From an optimization exercise on the open Yosys and OpenROAD flow, aimed at small area, a short achievable clock period and few clock cycles per item; shortcuts taken in it are not production practice.
Only the layout flow was run in this run; the RTL was not checked for function there.

<file path="standard.sh">
#!/bin/bash
# synth_recipe.tcl (not shown) runs the flow's synth.tcl, then flattens the netlist and writes it again
# the make line also repeats each setting of config.mk as NAME=value (left out here)
make -C /OpenROAD-flow-scripts/flow DESIGN_CONFIG=/design/flow/config.mk WORK_HOME=/design/flow/orfs CLKGATE_MAP_FILE= SYNTH_SCRIPT=/design/flow/synth_recipe.tcl "${@:-finish}"
</file>
<file path="constraint.sdc">
create_clock -name core_clock -period 44.0 [get_ports {clk}]
set_input_delay 8.8000 -clock core_clock [delete_from_list [all_inputs] [get_ports {clk}]]
set_output_delay 8.8000 -clock core_clock [all_outputs]
set_load 0.01 [all_outputs]
</file>
<file path="config.mk">
export PLATFORM = sky130hd
export DESIGN_NAME = EC_TOP
export DESIGN_NICKNAME = EC_TOP
export VERILOG_FILES = /design/flow/design.v
export SDC_FILE = /design/flow/constraint.sdc
export NUM_CORES = 4
export LEC_CHECK = 0
export ABC_AREA = 1
export CAP_MARGIN = 20
export CORE_MARGIN = 2
export CORE_UTILIZATION = 55
export CTS_BUF_LIST = sky130_fd_sc_hd__clkbuf_8
export SLEW_MARGIN = 20
export SETUP_SLACK_MARGIN = 32.8
export BUFFER_PORTS_ARGS = -buffer_cell sky130_fd_sc_hd__buf_1
</file>
<file path="flow/run.sh">
#!/bin/bash
set -euo pipefail
TARGET_NS=$(cat flow/target_ns)
MARGIN=$(python3 -c "print(round(${FLOW_PERIOD_NS} - ${TARGET_NS}, 3))")
echo "export SETUP_SLACK_MARGIN = ${MARGIN}" >> config.mk
echo "export BUFFER_PORTS_ARGS = -buffer_cell sky130_fd_sc_hd__buf_1" >> config.mk
bash standard.sh > standard_make.log 2>&1
</file>
<file path="flow/target_ns">
11.2
</file>
<file path="design.v">
module INV_IP (
    input  [5:0] p,
    input  [4:0] x,
    output [5:0] y
);
    wire n0;
    wire n1;
    wire n2;
    wire n3;
    wire n4;
    wire n5;
    wire n6;
    wire n7;
    wire n8;
    wire n9;
    wire n10;
    wire n11;
    wire n12;
    wire n13;
    wire n14;
    wire n15;
    wire n16;
    wire n17;
    wire n18;
    wire n19;
    wire n20;
    wire n21;
    wire n22;
    wire n23;
    wire n24;
    wire n25;
    wire n26;
    wire n27;
    wire n28;
    wire n29;
    wire n30;
    wire n31;
    wire n32;
    wire n33;
    wire n34;
    wire n35;
    wire n36;
    wire n37;
    wire n38;
    wire n39;
    wire n40;
    wire n41;
    wire n42;
    wire n43;
    wire n44;
    wire n45;
    wire n46;
    wire n47;
    wire n48;
    wire n49;
    wire n50;
    wire n51;
    wire n52;
    wire n53;
    wire n54;
    wire n55;
    wire n56;
    wire n57;
    wire n58;
    wire n59;
    wire n60;
    wire n61;
    wire n62;
    wire n63;
    wire n64;
    wire n65;
    wire n66;
    wire n67;
    wire n68;
    wire n69;
    wire n70;
    wire n71;
    wire n72;
    wire n73;
    wire n74;
    wire n75;
    wire n76;
    wire n77;
    wire n78;
    wire n79;
    wire n80;
    wire n81;
    wire n82;
    wire n83;
    wire n84;
    wire n85;
    wire n86;
    wire n87;
    wire n88;
    wire n89;
    wire n90;
    wire n91;
    wire n92;
    wire n93;
    wire n94;
    wire n95;
    wire n96;
    wire n97;
    wire n98;
    wire n99;
    wire n100;
    wire n101;
    wire n102;
    wire n103;
    wire n104;
    wire n105;
    wire n106;
    wire n107;
    wire n108;
    wire n109;
    wire n110;
    wire n111;
    wire n112;
    wire n113;
    wire n114;
    wire n115;
    wire n116;
    wire n117;
    wire n118;
    wire n119;
    wire n120;
    wire n121;
    wire n122;
    wire n123;
    wire n124;
    wire n125;
    wire n126;
    wire n127;
    wire n128;
    wire n129;
    wire n130;
    wire n131;
    wire n132;
    wire n133;
    wire n134;
    wire n135;
    wire n136;
    wire n137;
    wire n138;
    wire n139;
    wire n140;
    wire n141;
    wire n142;
    wire n143;
    wire n144;
    wire n145;
    wire n146;
    wire n147;
    wire n148;
    wire n149;
    wire n150;
    wire n151;
    wire n152;
    wire n153;
    wire n154;
    wire n155;
    wire n156;
    wire n157;
    wire n158;
    wire n159;
    wire n160;
    wire n161;
    wire n162;
    wire n163;
    wire n164;
    wire n165;
    wire n166;
    wire n167;
    wire n168;
    wire n169;
    wire n170;
    wire n171;
    wire n172;
    wire n173;
    wire n174;
    wire n175;
    wire n176;
    wire n177;
    wire n178;
    wire n179;
    wire n180;
    wire n181;
    wire n182;
    wire n183;
    wire n184;
    wire n185;
    wire n186;
    wire n187;
    wire n188;
    wire n189;
    wire n190;
    wire n191;
    wire n192;
    wire n193;
    wire n194;
    wire n195;
    wire n196;
    wire n197;
    wire n198;
    wire n199;
    wire n200;
    wire n201;
    wire n202;
    wire n203;
    wire n204;
    wire n205;
    wire n206;
    wire n207;
    wire n208;
    wire n209;
    wire n210;
    wire n211;
    wire n212;
    wire n213;
    wire n214;
    wire n215;
    wire n216;
    wire n217;
    wire n218;
    wire n219;
    wire n220;
    wire n221;
    wire n222;
    wire n223;
    wire n224;
    wire n225;
    wire n226;
    wire n227;
    wire n228;
    wire n229;
    wire n230;
    wire n231;
    wire n232;
    wire n233;
    wire n234;
    wire n235;
    wire n236;
    wire n237;
    wire n238;
    wire n239;
    wire n240;
    wire n241;
    wire n242;
    wire n243;
    wire n244;
    wire n245;
    wire n246;
    wire n247;
    wire n248;
    wire n249;
    wire n250;
    wire n251;
    wire n252;
    wire n253;
    wire n254;
    wire n255;
    wire n256;
    wire n257;
    wire n258;
    wire n259;
    wire n260;
    wire n261;
    wire n262;
    wire n263;
    wire n264;
    wire n265;
    wire n266;
    wire n267;
    wire n268;
    wire n269;
    wire n270;
    wire n271;
    wire n272;
    wire n273;
    wire n274;
    wire n275;
    wire n276;
    wire n277;
    wire n278;
    wire n279;
    wire n280;
    wire n281;
    wire n282;
    wire n283;
    wire n284;
    wire n285;
    wire n286;
    wire n287;
    wire n288;
    wire n289;
    wire n290;
    wire n291;
    wire n292;
    wire n293;
    wire n294;
    wire n295;
    wire n296;
    wire n297;
    wire n298;
    wire n299;
    wire n300;
    wire n301;
    wire n302;
    wire n303;
    wire n304;
    wire n305;
    wire n306;
    wire n307;
    wire n308;
    wire n309;
    wire n310;
    wire n311;
    wire n312;
    wire n313;
    wire n314;
    wire n315;
    wire n316;
    wire n317;
    wire n318;
    wire n319;
    wire n320;
    wire n321;
    wire n322;
    wire n323;
    wire n324;
    wire n325;
    wire n326;
    wire n327;
    wire n328;
    wire n329;
    wire n330;
    wire n331;
    wire n332;
    wire n333;
    wire n334;
    wire n335;
    wire n336;
    wire n337;
    wire n338;
    wire n339;
    wire n340;
    wire n341;
    wire n342;
    wire n343;
    wire n344;
    wire n345;
    wire n346;
    wire n347;
    wire n348;
    wire n349;
    wire n350;
    wire n351;
    wire n352;
    wire n353;
    wire n354;
    wire n355;
    wire n356;
    wire n357;
    wire n358;
    wire n359;
    wire n360;
    wire n361;
    wire n362;
    wire n363;
    wire n364;
    wire n365;
    wire n366;
    wire n367;
    wire n368;
    wire n369;
    wire n370;
    wire n371;
    wire n372;
    wire n373;
    wire n374;
    wire n375;
    wire n376;
    wire n377;
    wire n378;
    wire n379;
    wire n380;
    wire n381;
    assign n0 = (p[1] & p[2]);
    assign n1 = (p[0] & ~p[3]);
    assign n2 = (n0 & n1);
    assign n3 = (x[1] & x[3]);
    assign n4 = (~x[2] & n3);
    assign n5 = (x[0] & ~n4);
    assign n6 = (~x[1] & x[2]);
    assign n7 = (x[1] & ~x[2]);
    assign n8 = (~n6 & ~n7);
    assign n9 = (n5 & ~n8);
    assign n10 = (p[4] & ~n9);
    assign n11 = (n2 & ~n10);
    assign n12 = (p[0] & ~p[4]);
    assign n13 = (~p[1] & p[2]);
    assign n14 = (x[0] & x[1]);
    assign n15 = (p[3] & ~n14);
    assign n16 = (n13 & ~n15);
    assign n17 = (~x[0] & x[1]);
    assign n18 = (p[1] & ~p[2]);
    assign n19 = (~n17 & n18);
    assign n20 = (~n16 & ~n19);
    assign n21 = (n12 & ~n20);
    assign n22 = (~p[1] & n21);
    assign n23 = (~n11 & ~n22);
    assign n24 = (~p[1] & n14);
    assign n25 = (x[0] & ~x[3]);
    assign n26 = (p[1] & ~n14);
    assign n27 = (~n25 & n26);
    assign n28 = (~n24 & ~n27);
    assign n29 = (x[2] & ~n28);
    assign n30 = (p[3] & p[4]);
    assign n31 = (p[0] & n30);
    assign n32 = (p[2] & n31);
    assign n33 = (~x[0] & ~n8);
    assign n34 = (n32 & ~n33);
    assign n35 = (~n29 & n34);
    assign n36 = (p[3] & n12);
    assign n37 = (p[1] & n36);
    assign n38 = (~p[2] & x[1]);
    assign n39 = (n37 & n38);
    assign n40 = (~p[5] & ~n39);
    assign n41 = (p[4] & n1);
    assign n42 = (~p[2] & n41);
    assign n43 = (~x[0] & n6);
    assign n44 = (~p[1] & ~n6);
    assign n45 = (~n43 & ~n44);
    assign n46 = (n42 & ~n45);
    assign n47 = (n40 & ~n46);
    assign n48 = (~n35 & n47);
    assign n49 = (n23 & n48);
    assign n50 = (~x[0] & x[2]);
    assign n51 = (~x[2] & ~x[3]);
    assign n52 = (n17 & ~n51);
    assign n53 = (x[0] & x[4]);
    assign n54 = (~x[3] & n53);
    assign n55 = (~n52 & ~n54);
    assign n56 = (~n50 & n55);
    assign n57 = (x[3] & ~n56);
    assign n58 = (~x[1] & ~x[3]);
    assign n59 = (~x[2] & n58);
    assign n60 = (~x[2] & n53);
    assign n61 = (~n58 & ~n60);
    assign n62 = (~n59 & ~n61);
    assign n63 = (~n57 & ~n62);
    assign n64 = (~x[2] & x[3]);
    assign n65 = (x[2] & ~x[3]);
    assign n66 = (~n64 & ~n65);
    assign n67 = (~n63 & ~n66);
    assign n68 = (~x[3] & x[4]);
    assign n69 = (x[0] & ~x[1]);
    assign n70 = (n68 & n69);
    assign n71 = (x[2] & n69);
    assign n72 = (~n70 & ~n71);
    assign n73 = (~n67 & ~n72);
    assign n74 = (x[0] & x[3]);
    assign n75 = (x[1] & x[2]);
    assign n76 = (~n64 & ~n75);
    assign n77 = (~n74 & ~n76);
    assign n78 = (~n4 & ~n77);
    assign n79 = (~n73 & n78);
    assign n80 = (n63 & n79);
    assign n81 = (~x[3] & ~n7);
    assign n82 = (~n68 & ~n81);
    assign n83 = (~x[2] & n82);
    assign n84 = (n80 & n83);
    assign n85 = (~p[1] & n32);
    assign n86 = (~n17 & n85);
    assign n87 = (~n43 & n86);
    assign n88 = (~n84 & n87);
    assign n89 = (x[4] & n14);
    assign n90 = (~x[4] & n58);
    assign n91 = (~x[0] & ~n75);
    assign n92 = (~n90 & ~n91);
    assign n93 = (~n89 & n92);
    assign n94 = (p[2] & n93);
    assign n95 = (x[0] & ~n6);
    assign n96 = (~n66 & n95);
    assign n97 = (~n43 & ~n96);
    assign n98 = (~p[2] & ~n93);
    assign n99 = (n97 & n98);
    assign n100 = (~n94 & ~n99);
    assign n101 = (x[1] & n100);
    assign n102 = (p[4] & ~n101);
    assign n103 = (~x[2] & ~n17);
    assign n104 = (n55 & ~n103);
    assign n105 = (p[2] & n37);
    assign n106 = (~n104 & n105);
    assign n107 = (n1 & n13);
    assign n108 = (x[0] & x[2]);
    assign n109 = (~x[1] & ~n108);
    assign n110 = (~p[4] & ~n109);
    assign n111 = (~x[3] & ~n110);
    assign n112 = (n97 & ~n111);
    assign n113 = (n107 & ~n112);
    assign n114 = (~n106 & ~n113);
    assign n115 = (n58 & ~n100);
    assign n116 = (~n114 & ~n115);
    assign n117 = (~n102 & n116);
    assign n118 = (n5 & ~n58);
    assign n119 = (~n59 & ~n118);
    assign n120 = (~n75 & ~n108);
    assign n121 = (~p[1] & ~n120);
    assign n122 = (n119 & n121);
    assign n123 = (~n3 & ~n90);
    assign n124 = (p[1] & ~x[2]);
    assign n125 = (x[0] & ~x[2]);
    assign n126 = (n3 & n125);
    assign n127 = (~n124 & ~n126);
    assign n128 = (~n123 & ~n127);
    assign n129 = (~p[2] & n36);
    assign n130 = (~n25 & ~n64);
    assign n131 = (p[1] & ~x[1]);
    assign n132 = (n130 & n131);
    assign n133 = (n129 & ~n132);
    assign n134 = (~n128 & n133);
    assign n135 = (~n122 & n134);
    assign n136 = (n18 & n31);
    assign n137 = (p[4] & n64);
    assign n138 = (n107 & n137);
    assign n139 = (~n136 & ~n138);
    assign n140 = (n63 & ~n139);
    assign n141 = (p[5] & ~n140);
    assign n142 = (~n135 & n141);
    assign n143 = (~n117 & n142);
    assign n144 = (~n88 & n143);
    assign y[0] = (~n49 & ~n144);
    assign n145 = (~x[1] & ~n80);
    assign n146 = (p[2] & ~n82);
    assign n147 = (~n145 & n146);
    assign n148 = (x[2] & n68);
    assign n149 = (~n75 & ~n148);
    assign n150 = (~p[2] & n149);
    assign n151 = (~x[3] & ~x[4]);
    assign n152 = (~n75 & ~n151);
    assign n153 = (~n65 & ~n152);
    assign n154 = (x[0] & ~n153);
    assign n155 = (n150 & n154);
    assign n156 = (~x[1] & x[3]);
    assign n157 = (n125 & n156);
    assign n158 = (n17 & ~n64);
    assign n159 = (~n157 & ~n158);
    assign n160 = (n37 & n159);
    assign n161 = (~n155 & n160);
    assign n162 = (~n147 & n161);
    assign n163 = (n63 & ~n81);
    assign n164 = (n86 & ~n163);
    assign n165 = (x[3] & n14);
    assign n166 = (~n9 & ~n165);
    assign n167 = (p[4] & x[3]);
    assign n168 = (~n75 & n167);
    assign n169 = (~n166 & ~n168);
    assign n170 = (p[4] & ~n55);
    assign n171 = (n107 & ~n170);
    assign n172 = (~n169 & n171);
    assign n173 = (~n3 & ~n58);
    assign n174 = (n91 & n173);
    assign n175 = (n8 & n53);
    assign n176 = (~n174 & ~n175);
    assign n177 = (n109 & n176);
    assign n178 = (~x[1] & n74);
    assign n179 = (n103 & ~n178);
    assign n180 = (~x[3] & ~n50);
    assign n181 = (~n53 & ~n180);
    assign n182 = (n179 & ~n181);
    assign n183 = (~n177 & ~n182);
    assign n184 = (n136 & ~n183);
    assign n185 = (~p[1] & n129);
    assign n186 = (~x[2] & ~n25);
    assign n187 = (x[1] & ~n108);
    assign n188 = (~n186 & n187);
    assign n189 = (n72 & ~n188);
    assign n190 = (n185 & ~n189);
    assign n191 = (p[5] & ~n190);
    assign n192 = (~n184 & n191);
    assign n193 = (~n172 & n192);
    assign n194 = (~n164 & n193);
    assign n195 = (~n162 & n194);
    assign n196 = (~p[5] & ~n43);
    assign n197 = (~n14 & n196);
    assign n198 = (~n47 & ~n197);
    assign n199 = (~x[1] & ~n65);
    assign n200 = (~n50 & ~n199);
    assign n201 = (~n131 & ~n200);
    assign n202 = (~n157 & ~n201);
    assign n203 = (n32 & ~n202);
    assign n204 = (n2 & n14);
    assign n205 = (n10 & n204);
    assign n206 = (n1 & n18);
    assign n207 = (~n179 & n206);
    assign n208 = (~n21 & ~n207);
    assign n209 = (~n205 & n208);
    assign n210 = (~n203 & n209);
    assign n211 = (~n198 & n210);
    assign y[1] = (~n195 & ~n211);
    assign n212 = (p[1] & ~n81);
    assign n213 = (n5 & ~n212);
    assign n214 = (n5 & n32);
    assign n215 = (~n8 & n85);
    assign n216 = (~n214 & ~n215);
    assign n217 = (~n213 & ~n216);
    assign n218 = (n13 & n36);
    assign n219 = (n18 & n36);
    assign n220 = (~n108 & n219);
    assign n221 = (~n218 & ~n220);
    assign n222 = (~n109 & ~n221);
    assign n223 = (p[4] & n2);
    assign n224 = (~n97 & n223);
    assign n225 = (~p[1] & n6);
    assign n226 = (~n17 & ~n124);
    assign n227 = (~n225 & n226);
    assign n228 = (n42 & ~n227);
    assign n229 = (~n204 & ~n228);
    assign n230 = (n40 & n229);
    assign n231 = (~n224 & n230);
    assign n232 = (~n222 & n231);
    assign n233 = (~n217 & n232);
    assign n234 = (~n79 & n185);
    assign n235 = (~n59 & ~n165);
    assign n236 = (n37 & n235);
    assign n237 = (n100 & n236);
    assign n238 = (~p[4] & ~n76);
    assign n239 = (~n200 & n238);
    assign n240 = (p[4] & x[2]);
    assign n241 = (n156 & n240);
    assign n242 = (n107 & ~n241);
    assign n243 = (~n239 & n242);
    assign n244 = (n108 & n173);
    assign n245 = (~x[1] & n60);
    assign n246 = (~n244 & ~n245);
    assign n247 = (~x[4] & n108);
    assign n248 = (n14 & ~n68);
    assign n249 = (~n247 & ~n248);
    assign n250 = (p[4] & ~n249);
    assign n251 = (n246 & ~n250);
    assign n252 = (n243 & n251);
    assign n253 = (n130 & n173);
    assign n254 = (n53 & ~n75);
    assign n255 = (~n156 & n254);
    assign n256 = (~n253 & ~n255);
    assign n257 = (n85 & ~n256);
    assign n258 = (x[2] & ~n173);
    assign n259 = (n136 & ~n258);
    assign n260 = (n176 & n259);
    assign n261 = (p[5] & ~n260);
    assign n262 = (~n257 & n261);
    assign n263 = (~n252 & n262);
    assign n264 = (~n237 & n263);
    assign n265 = (~n234 & n264);
    assign y[2] = (~n233 & ~n265);
    assign n266 = (~p[2] & ~n77);
    assign n267 = (~n70 & ~n248);
    assign n268 = (~n8 & ~n267);
    assign n269 = (p[1] & ~n268);
    assign n270 = (~n266 & n269);
    assign n271 = (x[0] & ~n199);
    assign n272 = (n150 & n271);
    assign n273 = (~p[1] & ~p[2]);
    assign n274 = (n180 & n273);
    assign n275 = (~p[4] & ~n274);
    assign n276 = (~n272 & n275);
    assign n277 = (~n270 & n276);
    assign n278 = (n18 & ~n52);
    assign n279 = (~n89 & n278);
    assign n280 = (n149 & n279);
    assign n281 = (~n177 & n280);
    assign n282 = (~n74 & n104);
    assign n283 = (n13 & ~n165);
    assign n284 = (~n282 & n283);
    assign n285 = (n30 & ~n284);
    assign n286 = (~n281 & n285);
    assign n287 = (~n277 & ~n286);
    assign n288 = (~n154 & ~n158);
    assign n289 = (~x[2] & n156);
    assign n290 = (~n90 & ~n289);
    assign n291 = (~n288 & n290);
    assign n292 = (n13 & ~n291);
    assign n293 = (p[2] & n289);
    assign n294 = (n24 & n51);
    assign n295 = (p[3] & ~n294);
    assign n296 = (~n293 & n295);
    assign n297 = (~n292 & ~n296);
    assign n298 = (p[0] & ~n297);
    assign n299 = (n287 & n298);
    assign n300 = (n107 & n119);
    assign n301 = (~n287 & n300);
    assign n302 = (p[5] & ~n301);
    assign n303 = (~n299 & n302);
    assign n304 = (~n32 & n187);
    assign n305 = (~x[2] & n131);
    assign n306 = (n32 & n305);
    assign n307 = (~n157 & ~n306);
    assign n308 = (~n304 & n307);
    assign n309 = (n223 & ~n308);
    assign n310 = (~n125 & n273);
    assign n311 = (n41 & n310);
    assign n312 = (~p[5] & ~n311);
    assign n313 = (~n309 & n312);
    assign n314 = (~n124 & ~n157);
    assign n315 = (n32 & n314);
    assign n316 = (~n122 & n315);
    assign n317 = (n42 & ~n50);
    assign n318 = (n221 & ~n317);
    assign n319 = (~x[1] & ~n318);
    assign n320 = (~n316 & ~n319);
    assign n321 = (n313 & n320);
    assign y[3] = (~n303 & ~n321);
    assign n322 = (~n0 & ~n38);
    assign n323 = (n41 & ~n322);
    assign n324 = (n32 & ~n244);
    assign n325 = (~n323 & ~n324);
    assign n326 = (~n24 & n196);
    assign n327 = (~n325 & n326);
    assign n328 = (n308 & n327);
    assign n329 = (~n75 & n249);
    assign n330 = (n5 & ~n329);
    assign n331 = (~n67 & ~n330);
    assign n332 = (n85 & ~n331);
    assign n333 = (~n179 & ~n181);
    assign n334 = (n136 & ~n333);
    assign n335 = (~n108 & ~n158);
    assign n336 = (n105 & ~n335);
    assign n337 = (n240 & n242);
    assign n338 = (~n336 & ~n337);
    assign n339 = (~n334 & n338);
    assign n340 = (~n248 & ~n339);
    assign n341 = (n56 & ~n244);
    assign n342 = (n219 & ~n341);
    assign n343 = (~p[4] & ~x[2]);
    assign n344 = (~n178 & ~n343);
    assign n345 = (n107 & ~n344);
    assign n346 = (x[1] & n130);
    assign n347 = (n185 & n346);
    assign n348 = (~n345 & ~n347);
    assign n349 = (~n342 & n348);
    assign n350 = (~n340 & n349);
    assign n351 = (~n332 & n350);
    assign n352 = (p[5] & ~n70);
    assign n353 = (~n351 & n352);
    assign y[4] = ~((~n328 & ~n353));
    assign n354 = (n152 & ~n156);
    assign n355 = (n37 & n354);
    assign n356 = (~n150 & n355);
    assign n357 = (~n107 & ~n355);
    assign n358 = (~n65 & ~n68);
    assign n359 = (n8 & n358);
    assign n360 = (~p[4] & ~n8);
    assign n361 = (n151 & n240);
    assign n362 = (~n360 & ~n361);
    assign n363 = (~n359 & n362);
    assign n364 = (~n357 & n363);
    assign n365 = (~n356 & ~n364);
    assign n366 = (x[0] & ~n365);
    assign n367 = (~n7 & n63);
    assign n368 = (~n17 & ~n69);
    assign n369 = (n85 & ~n368);
    assign n370 = (~n367 & n369);
    assign n371 = (n235 & n246);
    assign n372 = (n267 & ~n371);
    assign n373 = (~x[0] & n64);
    assign n374 = (n136 & ~n373);
    assign n375 = (x[0] & ~n68);
    assign n376 = (n368 & ~n375);
    assign n377 = (n185 & n376);
    assign n378 = (~n374 & ~n377);
    assign n379 = (~n372 & ~n378);
    assign n380 = (~n370 & ~n379);
    assign n381 = (~n366 & n380);
    assign y[5] = (p[5] & ~n381);
endmodule
module EC_TOP(
    clk, rst_n, in_valid,
    in_Px, in_Py, in_Qx, in_Qy, in_prime, in_a,
    out_valid, out_Rx, out_Ry
);
    input clk, rst_n, in_valid;
    input [6-1:0] in_Px, in_Py, in_Qx, in_Qy, in_prime, in_a;
    output reg out_valid;
    output reg [6-1:0] out_Rx, out_Ry;
    reg c1, c2, c3, c4;
    always @(posedge clk or negedge rst_n) begin
        if (!rst_n) begin
            c1 <= 1'b0; c2 <= 1'b0; c3 <= 1'b0; c4 <= 1'b0; out_valid <= 1'b0;
        end else begin
            c1 <= in_valid;
            c2 <= c1;
            c3 <= c2;
            c4 <= c3;
            out_valid <= c4;
        end
    end
    wire      in_dbl = (in_Px == in_Qx);
    reg [5:0] p, px, qx, npy;
    always @(posedge clk) begin
        if (in_valid) begin
            p   <= in_prime;
            px  <= in_Px;
            qx  <= in_Qx;
            npy <= in_prime - in_Py;
        end
    end
    reg [5:0] cq;                
    reg       dbl, cadd;         
    always @(posedge clk) begin
        cq   <= !in_valid ? 6'd0 : in_dbl ? in_a : in_Qy;
        dbl  <= in_dbl;
        cadd <= in_valid & !in_dbl;
    end
    wire [7:0] d    = dbl ? ({2'b0, p} - {1'b0, npy, 1'b0}) : ({2'b0, qx} - {2'b0, px});
    wire       dneg = d[7];
    wire [5:0] dabs = dneg ? (6'd0 - d[5:0]) : d[5:0];
    wire [6:0] dcmp = {1'b0, p} - {dabs, 1'b0};         
    wire       fold = dcmp[6];
    wire [5:0] xh   = fold ? (p - dabs) : dabs;
    wire       xev  = !xh[0];
    wire [4:0] xl   = xev ? {1'b0, xh[4:1]} : xh[4:0];
    wire [5:0] jh;
    INV_IP u_inv (.p(p), .x(xl), .y(jh));
    wire [6:0] jhp  = {1'b0, jh} + (jh[0] ? {1'b0, p} : 7'd0);
    wire [5:0] jx   = xev ? jhp[6:1] : jh;
    wire [5:0] jv   = (dneg ^ fold) ? (p - jx) : jx;
    reg  [7:0] ra;               
    reg  [5:0] rb;               
    wire [7:0] k3a = {1'b0, p, 1'b0};
    wire [7:0] k3b = {2'b11, ~px};
    wire [7:0] k3c = {2'b11, ~qx};
    wire [7:0] k3s;
    EC_RCA #(8) u_k3 (.a(k3a ^ k3b ^ k3c), .b({((k3a & k3b) | (k3a & k3c) | (k3b & k3c)), 1'b0}),
                      .ci(1'b1), .s(k3s));
    wire [6:0] k3  = k3s[6:0] + 7'd1;
    wire [7:0] k4  = {2'b0, npy} + (yq[6] ? ra : 8'd0);    
    wire [7:0] mk  = c3 ? {1'b0, k3} : c4 ? k4 : 8'd0;
    wire [7:0] ya  = {2'b0, px};
    wire [7:0] yb  = {2'b0, p};
    wire [5:0] rx  = {rb[5:1], ~(rb[0] ^ px[0])};        
    wire [7:0] yc  = {2'b11, ~rx};
    wire [7:0] yq;
    EC_RCA #(8) u_yq (.a(ya ^ yb ^ yc), .b({((ya & yb) | (ya & yc) | (yb & yc)), 1'b0}),
                      .ci(1'b1), .s(yq));
    wire [5:0] my  = {c4 ? yq[5:1] : rb[5:1], rb[0]};
    wire [8:0] sa [0:6];
    wire [8:0] sb [0:6];
    assign sa[0] = {3'b0, cq};
    assign sb[0] = {3'b0, cadd ? npy : 6'd0};
    genvar i;
    generate
        for (i = 0; i < 6; i = i + 1) begin : it
            wire [8:0] v3 = my[i] ? {1'b0, ra} : 9'd0;
            wire       m  = sa[i][0] ^ sb[i][0] ^ v3[0];
            wire [8:0] v4 = m ? {3'b0, p} : 9'd0;
            wire [8:0] s1 = sa[i] ^ sb[i] ^ v3;
            wire [8:0] k1 = (sa[i] & sb[i]) | (sa[i] & v3) | (sb[i] & v3);
            wire [8:0] c1s = {k1[7:0], 1'b0};
            wire [8:0] s2 = s1 ^ c1s ^ v4;
            wire [8:0] k2 = (s1 & c1s) | (s1 & v4) | (c1s & v4);
            assign sa[i+1] = {1'b0, s2[8:1]};
            assign sb[i+1] = k2;
        end
    endgenerate
    wire [8:0] ua  = sa[6];
    wire [8:0] ub  = sb[6];
    wire [8:0] uk  = {1'b0, mk};
    wire [8:0] np1, np3;                                    
    EC_RCA #(9) u_np1 (.a(~{3'b0, p}), .b(9'd0), .ci(1'b1), .s(np1));
    EC_RCA #(9) u_np3 (.a(np1), .b({np1[7:0], 1'b0}), .ci(1'b0), .s(np3));
    wire [8:0] np2 = {np1[7:0], 1'b0};
    wire [8:0] a1  = ua ^ ub ^ uk;
    wire [8:0] b1  = {((ua[7:0] & ub[7:0]) | (ua[7:0] & uk[7:0]) | (ub[7:0] & uk[7:0])), 1'b0};
    wire [8:0] r0  = a1 + b1;
    wire [8:0] r1  = (a1 ^ b1 ^ np1) + {((a1[7:0] & b1[7:0]) | (a1[7:0] & np1[7:0]) | (b1[7:0] & np1[7:0])), 1'b0};
    wire [8:0] r2  = (a1 ^ b1 ^ np2) + {((a1[7:0] & b1[7:0]) | (a1[7:0] & np2[7:0]) | (b1[7:0] & np2[7:0])), 1'b0};
    wire [8:0] r3  = (a1 ^ b1 ^ np3) + {((a1[7:0] & b1[7:0]) | (a1[7:0] & np3[7:0]) | (b1[7:0] & np3[7:0])), 1'b0};
    wire [5:0] res = !r3[8] ? r3[5:0] : !r2[8] ? r2[5:0] : !r1[8] ? r1[5:0] : r0[5:0];
    wire [6:0] e1 = {1'b0, ra[5:0]};
    wire [7:0] g1 = {e1, 1'b0} - {2'b0, p};
    wire [5:0] f1 = g1[7] ? {e1[4:0], 1'b0} : g1[5:0];
    wire [7:0] g2 = {1'b0, f1, 1'b0} - {2'b0, p};
    wire [5:0] f2 = g2[7] ? {f1[4:0], 1'b0} : g2[5:0];
    wire [7:0] g3 = {1'b0, f2, 1'b0} - {2'b0, p};
    wire [5:0] f3 = g3[7] ? {f2[4:0], 1'b0} : g3[5:0];
    wire [7:0] ra_o = in_valid ? ({2'b0, in_Px} + {1'b0, in_Px, 1'b0}) : {2'b0, f3};
    wire [5:0] rb_o = in_valid ? (in_dbl ? in_Px : 6'd0) : jv;
    always @(posedge clk) begin
        ra <= (c1 | c2) ? {2'b0, res} : ra_o;
        rb[5:1] <= (c2 | c3) ? res[5:1] : rb_o[5:1];
        rb[0]   <= c2 ? res[0] : c3 ? ~(px[0] ^ res[0]) : rb_o[0];
        out_Ry <= res;
        out_Rx <= rx;
    end
endmodule
module EC_RCA #(parameter W = 8) (
    input  [W-1:0] a,
    input  [W-1:0] b,
    input          ci,
    output [W-1:0] s
);
    wire [W:0] c;
    assign c[0] = ci;
    genvar k;
    generate
        for (k = 0; k < W; k = k + 1) begin : bit_
            assign s[k]   = a[k] ^ b[k] ^ c[k];
            assign c[k+1] = (a[k] & b[k]) | (a[k] & c[k]) | (b[k] & c[k]);
        end
    endgenerate
endmodule
</file>
==> flow_summary.ini <==
[detailed_routing]
drt_wl_total_mm = 37.6
drc = 0
vias_per_cell = 5.51
vias = 11200
drtAntennaViolNets = 0
drt-initial-drc-count = 961
dr.pass1.iters = 5
routedWlPerCell_um = 18.5

[min_path]
hold_path.startpoint = c1
min_path_cells = 0
min_path_type = register to register
hold_path_end = c2

[finish]
layout_common_cells = 363 x nand2_1, 291 x inv_1, 129 x nor2_1
nets = 2052
drive_gt1_frac = 0.124
finish.utilization = 0.619
regArea_um2 = 1530
n_antenna_cell = 0
multiInputGateArea_um2 = 9500
final_cells = 2035
synthToLayoutAreaGrowth_pct = 11.0
fill_cells = 2029
final_common_cell = nand2_1

[clock_network]
worstSkewPairLatency_ns = 0.37
cts.htree.levels = 3
clockBufferDepth = 2
cts_tree = yes
root_buffer = clkbuf_8
clk_pin_slew_ns = 0.09
numCtsBuffers = 9
clock-sinks = 63

[timing]
final_hold_viol_count = 0
relSlewSlack = 0.464
fin_skew_ns = 0.0139
setup_tns_ns = 0
drv_slew = 0
worstMarginPinSlew_ns = 0.803
setup_viol = 0
finalCriticalPeriod_ns = 11.19
period_share = 0.254
rsz0062_at_grt = true
finalWorstSetupSlack_ns = 32.81
fin_worst_hold_slack_ns = 0.389
max_freq_mhz = 89.3

[setup_path]
critPathMaxStageDelay_ns = 0.59
reg2regPathDepth = 49
r2r_end = rb[0]
worstSetupPathType = register to register
slowest_stage = fa_2
r2r_start = p[1]
path_buf_inv = 11
cp_common_cell = fa_1
rrSetupSlack_ns = 32.81
crit_path_max_fanout = 5
start_kind = register
arrival_ns = 11.47
cp_data_required_time_ns = 44.27
crit_family = adder cells
endpoint_kind = register

[placement]
dp_hpwl_mm = 29.6
portBuffers = 51
place_ws_ns = 31.85
gp_congestion = 0.954
dp.cells = 1981

[synthesis]
synth_seq_cells = 63
ys.flop_type = dfxtp_1
syn-instance-count = 1663
avgSynthCellArea_um2 = 7.30
synth.area.top_cells = fa_1 22%, ha_1 13%, nand2_1 12%
synth_top_area_share = 0.221
synth_seq_area_share = 0.126
synthesis.nets = 1965
ys_warn_count = 3
synth_edf_count = 24
synthArstFlopShare = 0.0794
netlist_area_um2 = 12100
yosys.area.top_type = fa_1
ys_types = 59

[grt]
grt_max_degree = 47
overflow = 0
antenna_found_initial = 0
grt_pass1_wl_mm = 58.6
grt_util_all_layers = 0.320
grt_pass1_vias = 10700

[floorplan]
num_io_pins = 52
initial_core_util = 0.558
row_count = 54
die_w_um = 153
core_um2 = 21800
die-area_um2 = 23300
die_height_um = 153

[flow_run]
max_cap_violations = 0

[run_status]
status = finished clean
## per-layer routing
| metal | wire, um | share of wire | global-route usage | vias to the layer above |
|---|---|---|---|---|
| met5 | 0 | 0 | 0 | - |
| met4 | 1070 | 0.029 | 0.0723 | 0 |
| met3 | 2800 | 0.075 | 0.0424 | 71 |
| met2 | 16400 | 0.44 | 0.499 | 441 |
| met1 | 17300 | 0.46 | 0.476 | 5310 |
| li1 | - | - | - | 5395 |
## synth_stat cells (9+ instances only)
cell,n
o21ai_0,79
nor3_1,10
a21oi_1,78
edfxtp_1,24
nand3_1,100
xor2_1,40
or2_2,9
inv_2,10
dfxtp_1,34
inv_1,316
nor2_1,137
nand2_2,15
ha_1,129
nand3_2,10
clkbuf_1,14
xnor2_1,22
nand2_1,377
nand2_4,9
fa_1,134
## timing repair
action | CTS | global route
buffers inserted | 10 | 27
hold buffers | 0 | 0
cloned | 1 | 0
endpoints found under the setup margin | 18 | 18
pin swaps | 10 | 54
resized for setup | 28 | 93
## worst max path at each step
stage | cells after the start | start | end | slack (ns)
final | 49 | p[1] | rb[0] | 32.81
after global routing | 48 | p[1] | rb[0] | 32.33
after CTS | 51 | p[1] | rb[0] | 32.72
after detailed placement | 52 | p[1] | rb[0] | 31.85
after global placement | 52 | p[1] | rb[0] | 31.99
after floorplan | 49 | p[1] | rb[0] | 32.80
## through the flow
stage                     instance area [um2]
final                                   13500
after global routing                    13500
after CTS                               13000
after detailed placement                12600
after global placement                  12600
after floorplan                         12100
## registers in the layout (all words and copies together) (netlist names)
| name | count |
|---|---|
| c2 | 1 |
| c3 | 1 |
| out_valid | 1 |
| dbl | 1 |
| rb | 6 |
| p | 6 |
| c4 | 1 |
| out_Rx | 6 |
| px | 6 |
| npy | 6 |
| qx | 6 |
| cq | 6 |
| cadd | 1 |
| out_Ry | 6 |
| ra | 8 |
| c1 | 1 |
## final cells by class
class	instances	share of cell area
multi-input combinational	1244	0.706
timing repair inverter	1	0.000650
tap	280	0.0260
clock inverter	7	0.00427
inverter	333	0.0965
clock buffer	9	0.00920
timing repair buffer	98	0.0439
sequential	63	0.114
## kinds of logic after synthesis
group | after synthesis | synth area share
buffers and inverters | 356 | 0.114
xor gates and xnor gates | 62 | 0.0447
and+or+nand+nor | 698 | 0.257
adders and majority gates | 263 | 0.354
AOI/OAI and AO/OA | 221 | 0.104
DFF | 63 | 0.126

[port drivers added, routing unchanged]
The results above use ideal ports. As a check the final layout listed here was re-extracted and re-timed, cells and wires unchanged. Step 1 sets driving cells, clkbuf_16 on the clock port and buf_2 on the other inputs (assumed; they add their load-dependent delay and slew). Step 2 adds t to the input delays and takes it off the output delays; t is the mean of the earliest and latest rising clock arrival at the registers after step 1. Input paths then give back, and output paths get back, about the clock's delay inside the block. Slacks: ideal / step 1 / step 2; pairs: ideal / step 1.
t (ns): 0.401
slack for setup (ns): 32.805 / 32.805 / 32.805
latest minus earliest clock arrival (ns): 0.014 / 0.014
cell pins on the clock port's net: 1
After both steps setup and hold are still met in this run. The setup slack of this run moves by 0.000 ns with the drivers and by 0.000 ns with both steps.
